Background: an optimization exercise with open tools, aiming at small area. Do not read the settings as production practice.
Function was checked by simulation only, so behaviour that the tests miss may differ from the original.

==> 11-15 <==
Design dp_mod, start of the top module:
module dp_mod
	(
	input signed [15:0] id_data,	 
	input [23:0] id_frec_por,		 
	input [15:0] id_im_am,			 
	input [15:0] id_im_fm,			 
	input ic_fm_am, 				 
	input ic_rst,					 
	input ic_val_data,
	input clk,
	output signed [15:0] od_data,	 
	output oc_val_data
	);
export LEC_CHECK = 0
export ABC_AREA = 1
export CAP_MARGIN = 20
export CORE_MARGIN = 2
export CORE_UTILIZATION = 55
export CTS_CLUSTER_DIAMETER = 70
export CTS_CLUSTER_SIZE = 30
export GPL_TIMING_DRIVEN = 1
export PLACE_DENSITY = 0.65
export SLEW_MARGIN = 20
export SYNTH_MEMORY_MAX_BITS = 131072
create_clock -name core_clock -period 12.0 [get_ports {clk}]
standard.sh (not shown) runs the stock make flow with config.mk's settings and CLKGATE_MAP_FILE= SYNTH_SCRIPT=/design/flow/synth_recipe.tcl, a recipe that flattens the netlist after the stock synthesis.
==> flow/flow/run.sh <==
#!/bin/bash
set -euo pipefail
R=orfs/results/sky130hd/dp_mod/base
bash standard.sh synth > standard_synth.log 2>&1
cp "$R/1_2_yosys.v" 1_2_yosys.std.v
python3 flow/invopt.py 1_2_yosys.std.v "$R/1_2_yosys.v" > invopt.log 2>&1
rm -f "$R/1_synth.odb"
bash standard.sh "BUFFER_PORTS_ARGS=-buffer_cell sky130_fd_sc_hd__buf_1" finish > standard.log 2>&1
Other scripts of this flow, unchanged in this note and not shown: flow/flow/invopt.py
==> inputs of 07-24, as changes to 11-15 <==
--- a/flow/design.v
+++ b/flow/design.v
@@ -633,17 +633,15 @@
 wire sn241, sn242, sn243, sn244, sn245, sn246, sn247, sn248, sn249, sn250, sn251, sn252, sn253, sn254, sn255, sn256;
 wire sn257, sn258, sn259, sn260, sn261, sn262, sn263, sn264, sn265, sn266, sn267, sn268, sn269, sn270, sn271, sn272;
 wire sn273, sn274, sn275, sn276, sn277, sn278, sn279, sn280, sn281, sn282, sn283, sn284, sn285, sn286, sn287, sn288;
 wire sn289, sn290, sn291, sn292, sn293, sn294, sn295, sn296, sn297, sn298, sn299, sn300, sn301, sn302, sn303, sn304;
 wire sn305, sn306, sn307, sn308, sn309, sn310, sn311, sn312, sn313, sn314, sn315, sn316, sn317, sn318, sn319, sn320;
 wire sn321, sn322, sn323, sn324, sn325, sn326, sn327, sn328, sn329, sn330, sn331, sn332, sn333, sn334, sn335, sn336;
 wire sn337, sn338, sn339, sn340, sn341, sn342, sn343, sn344, sn345, sn346, sn347, sn348, sn349, sn350, sn351, sn352;
-wire sn353, sn354, sn355, sn356, sn357, sn358, sn359, sn360, sn361, sn362, sn363, sn364, sn365, sn366, sn367, sn368;
-wire sn369, sn370, sn371, sn372, sn373, sn374, sn375, sn376, sn377, sn378, sn379, sn380, sn381, sn382, sn383, sn384;
-wire sn385, sn386, sn387;
+wire sn353;
 assign sn1 = tb[0] & m[1];
 assign sn2 = tb[0] & m[2];
 assign sn3 = tb[0] & m[3];
 assign sn4 = tb[0] & m[4];
 assign sn5 = tb[0] & m[5];
 assign sn6 = tb[1] & m[0];
 assign sn7 = tb[1] & m[1];
@@ -967,71 +965,37 @@
 assign sn325 = (sn289 & sn290) | (sn289 & sn323) | (sn290 & sn323);
 assign sn326 = sn291 ^ sn292 ^ sn325;
 assign sn327 = (sn291 & sn292) | (sn291 & sn325) | (sn292 & sn325);
 assign sn328 = sn293 ^ sn294 ^ sn327;
 assign sn329 = (sn293 & sn294) | (sn293 & sn327) | (sn294 & sn327);
 assign sn330 = sn295 ^ sn296 ^ sn329;
 assign sn331 = (sn295 & sn296) | (sn295 & sn329) | (sn296 & sn329);
-assign sn332 = sn297 ^ sn298;
-assign sn333 = sn297 & sn298;
-assign sn334 = ~(sn297 ^ sn298);
-assign sn335 = sn297 | sn298;
-assign sn336 = sn299 ^ sn300 ^ sn333;
-assign sn337 = (sn299 & sn300) | (sn299 & sn333) | (sn300 & sn333);
-assign sn338 = sn299 ^ sn300 ^ sn335;
-assign sn339 = (sn299 & sn300) | (sn299 & sn335) | (sn300 & sn335);
-assign sn340 = sn301 ^ sn302 ^ sn337;
-assign sn341 = (sn301 & sn302) | (sn301 & sn337) | (sn302 & sn337);
-assign sn342 = sn301 ^ sn302 ^ sn339;
-assign sn343 = (sn301 & sn302) | (sn301 & sn339) | (sn302 & sn339);
-assign sn344 = sn303 ^ sn304 ^ sn341;
-assign sn345 = (sn303 & sn304) | (sn303 & sn341) | (sn304 & sn341);
-assign sn346 = sn303 ^ sn304 ^ sn343;
-assign sn347 = (sn303 & sn304) | (sn303 & sn343) | (sn304 & sn343);
-assign sn348 = sn305 ^ ta[16] ^ sn345;
-assign sn349 = (sn305 & ta[16]) | (sn305 & sn345) | (ta[16] & sn345);
-assign sn350 = sn305 ^ ta[16] ^ sn347;
-assign sn351 = (sn305 & ta[16]) | (sn305 & sn347) | (ta[16] & sn347);
-assign sn352 = ta[17] ^ sn349;
-assign sn353 = ta[17] & sn349;
-assign sn354 = ta[17] ^ sn351;
-assign sn355 = ta[17] & sn351;
-assign sn356 = ta[18] ^ sn353;
-assign sn357 = ta[18] & sn353;
-assign sn358 = ta[18] ^ sn355;
-assign sn359 = ta[18] & sn355;
-assign sn360 = ta[19] ^ sn357;
-assign sn361 = ta[19] & sn357;
-assign sn362 = ta[19] ^ sn359;
-assign sn363 = ta[19] & sn359;
-assign sn364 = ta[20] ^ sn361;
-assign sn365 = ta[20] & sn361;
-assign sn366 = ta[20] ^ sn363;
-assign sn367 = ta[20] & sn363;
-assign sn368 = ta[21] ^ sn365;
-assign sn369 = ta[21] & sn365;
-assign sn370 = ta[21] ^ sn367;
-assign sn371 = ta[21] & sn367;
-assign sn372 = ta[22] ^ sn369;
-assign sn373 = ta[22] & sn369;
-assign sn374 = ta[22] ^ sn371;
-assign sn375 = ta[22] & sn371;
-assign sn376 = sn331 ? sn334 : sn332;
-assign sn377 = sn331 ? sn338 : sn336;
-assign sn378 = sn331 ? sn342 : sn340;
-assign sn379 = sn331 ? sn346 : sn344;
-assign sn380 = sn331 ? sn350 : sn348;
-assign sn381 = sn331 ? sn354 : sn352;
-assign sn382 = sn331 ? sn358 : sn356;
-assign sn383 = sn331 ? sn362 : sn360;
-assign sn384 = sn331 ? sn366 : sn364;
-assign sn385 = sn331 ? sn370 : sn368;
-assign sn386 = sn331 ? sn374 : sn372;
-assign sn387 = sn331 ? sn375 : sn373;
-wire [29:0] g = {sn387,sn386,sn385,sn384,sn383,sn382,sn381,sn380,sn379,sn378,sn377,sn376,sn330,sn328,sn326,sn324,sn322,sn320,sn318,sn316,sn314,sn312,sn310,sn308,sn306,1'b0,1'b0,1'b0,1'b0,1'b0};
+assign sn332 = sn297 ^ sn298 ^ sn331;
+assign sn333 = (sn297 & sn298) | (sn297 & sn331) | (sn298 & sn331);
+assign sn334 = sn299 ^ sn300 ^ sn333;
+assign sn335 = (sn299 & sn300) | (sn299 & sn333) | (sn300 & sn333);
+assign sn336 = sn301 ^ sn302 ^ sn335;
+assign sn337 = (sn301 & sn302) | (sn301 & sn335) | (sn302 & sn335);
+assign sn338 = sn303 ^ sn304 ^ sn337;
+assign sn339 = (sn303 & sn304) | (sn303 & sn337) | (sn304 & sn337);
+assign sn340 = sn305 ^ ta[16] ^ sn339;
+assign sn341 = (sn305 & ta[16]) | (sn305 & sn339) | (ta[16] & sn339);
+assign sn342 = ta[17] ^ sn341;
+assign sn343 = ta[17] & sn341;
+assign sn344 = ta[18] ^ sn343;
+assign sn345 = ta[18] & sn343;
+assign sn346 = ta[19] ^ sn345;
+assign sn347 = ta[19] & sn345;
+assign sn348 = ta[20] ^ sn347;
+assign sn349 = ta[20] & sn347;
+assign sn350 = ta[21] ^ sn349;
+assign sn351 = ta[21] & sn349;
+assign sn352 = ta[22] ^ sn351;
+assign sn353 = ta[22] & sn351;
+wire [29:0] g = {sn353,sn352,sn350,sn348,sn346,sn344,sn342,sn340,sn338,sn336,sn334,sn332,sn330,sn328,sn326,sn324,sn322,sn320,sn318,sn316,sn314,sn312,sn310,sn308,sn306,1'b0,1'b0,1'b0,1'b0,1'b0};
 assign y = g[29] ? 15'h7fff : g[28:14];
 endmodule
 module dp_mod
 	(
 	input signed [15:0] id_data,	 
 	input [23:0] id_frec_por,		 
 	input [15:0] id_im_am,			 
==> flow/flow/run.sh (replaced) <==
#!/bin/bash
set -euo pipefail
R=orfs/results/sky130hd/dp_mod/base
bash standard.sh synth > standard_synth.log 2>&1
cp "$R/1_2_yosys.v" 1_2_yosys.std.v
python3 flow/invopt.py 1_2_yosys.std.v "$R/1_2_yosys.v" > invopt.log 2>&1
rm -f "$R/1_synth.odb"
bash standard.sh > standard.log 2>&1
--- a/flow/config.mk
+++ b/flow/config.mk
@@ -7,11 +7,10 @@
 export LEC_CHECK = 0
 export ABC_AREA = 1
 export CAP_MARGIN = 20
 export CORE_MARGIN = 2
 export CORE_UTILIZATION = 55
 export CTS_CLUSTER_DIAMETER = 70
 export CTS_CLUSTER_SIZE = 30
-export GPL_TIMING_DRIVEN = 1
 export PLACE_DENSITY = 0.65
 export SLEW_MARGIN = 20
 export SYNTH_MEMORY_MAX_BITS = 131072
==> run summary <==
- Against 11-15, the count of clock-buffer cells in the layout of 07-24 is lower by 1.
- Of 07-24 and 11-15, 07-24 has the higher worst hold slack (gap 0.0025 ns).
- Against 11-15, the area after synthesis of 07-24 is smaller by 0.44%.
- 07-24 ran to the end with no violations. 11-15 finished with timing, DRC and antenna clean.
- Against 11-15, the non-clock buffer count of 07-24 is higher by 68.
- Against 07-24, the routed wire length of 11-15 is smaller by 1.2%.
- Against 11-15, the critical path depth of 07-24 is lower by 3.
- Against 07-24, the global-route usage of 11-15 is lower by 1.6 points.
- Of 07-24 and 11-15, 11-15 has the higher maximum frequency (gap about 4.6%, measured against 11-15).
- In 07-24 the worst setup slack is worse than in 11-15, by 0.52 ns.
==> figures <==
metric                                                                 11-15          07-24
Met1 Use GR                                                           53.67%         55.11%
Total routed wirelength                                             97330 µm       98510 µm
Number of buffers created by CTS                                          13             12
Crit-path slowest cell                                                  fa_1         nor2_1
Buffers excl. clock                                                      194            262
Number of instances in the synthesized netlist                          3202           3163
FF-to-FF path depth                                                       46             43
Final design area excluding fillers                                27670 µm²      28570 µm²
Met3 Routed Length                                                  12150 µm       11630 µm
Layout cell share with drive strength beyond 1                        8.233%         10.11%
Share of the clock period used by the worst path after layout         90.64%         94.97%
Transition time of the tightest slew-check pin                      1.098 ns       1.114 ns
Fraction of cell area in non-clock buffers                            4.107%         7.899%
Worst R2R Setup Slack                                                1.12 ns        0.60 ns
Final Net Count                                                         3756           3780
Multi-input gate area in the final layout                          19330 µm²      19320 µm²
Reg-to-reg endpoint                                            dds.sin_r[11]  dds.sin_r[14]
Status                                      no timing/DRC/antenna violations  no timing/DRC/antenna violations
Hold Startpoint                                                       d1[14]      dds.z0[5]
Area of the die                                                    48850 µm²      48640 µm²

separate check: timing with driven ports:
No port has a modelled driver above. Below, the same layouts with a new extraction and two added sets of constraints.
Step 1: set_driving_cell puts a clkbuf_16 on clk and a buf_2 on each other input, an assumption about the parent block.
Step 2 adds t to the input delays and takes it off the output delays; t is the mean of the earliest and latest rising clock arrival at the registers after step 1. Input paths then give back, and output paths get back, about the clock's delay inside the block.
Slacks: ideal ports / drivers / drivers and shift; pairs: ideal ports / drivers.
| run | t, ns | slack for setup (ns) | worst setup path after step 2 | worst data-port slew with drivers (ns) |
|---|---|---|---|---|
| 11-15 | 0.548 | 1.124 / 1.124 / 0.880 | input to register | 0.05 |
| 07-24 | 0.541 | 0.603 / 0.603 / 0.099 | input to register | 0.08 |
After both steps every run listed still meets setup and hold. For 07-24, which loses most, drivers alone change the setup slack by 0.000 ns; drivers and shift together by -0.504 ns.
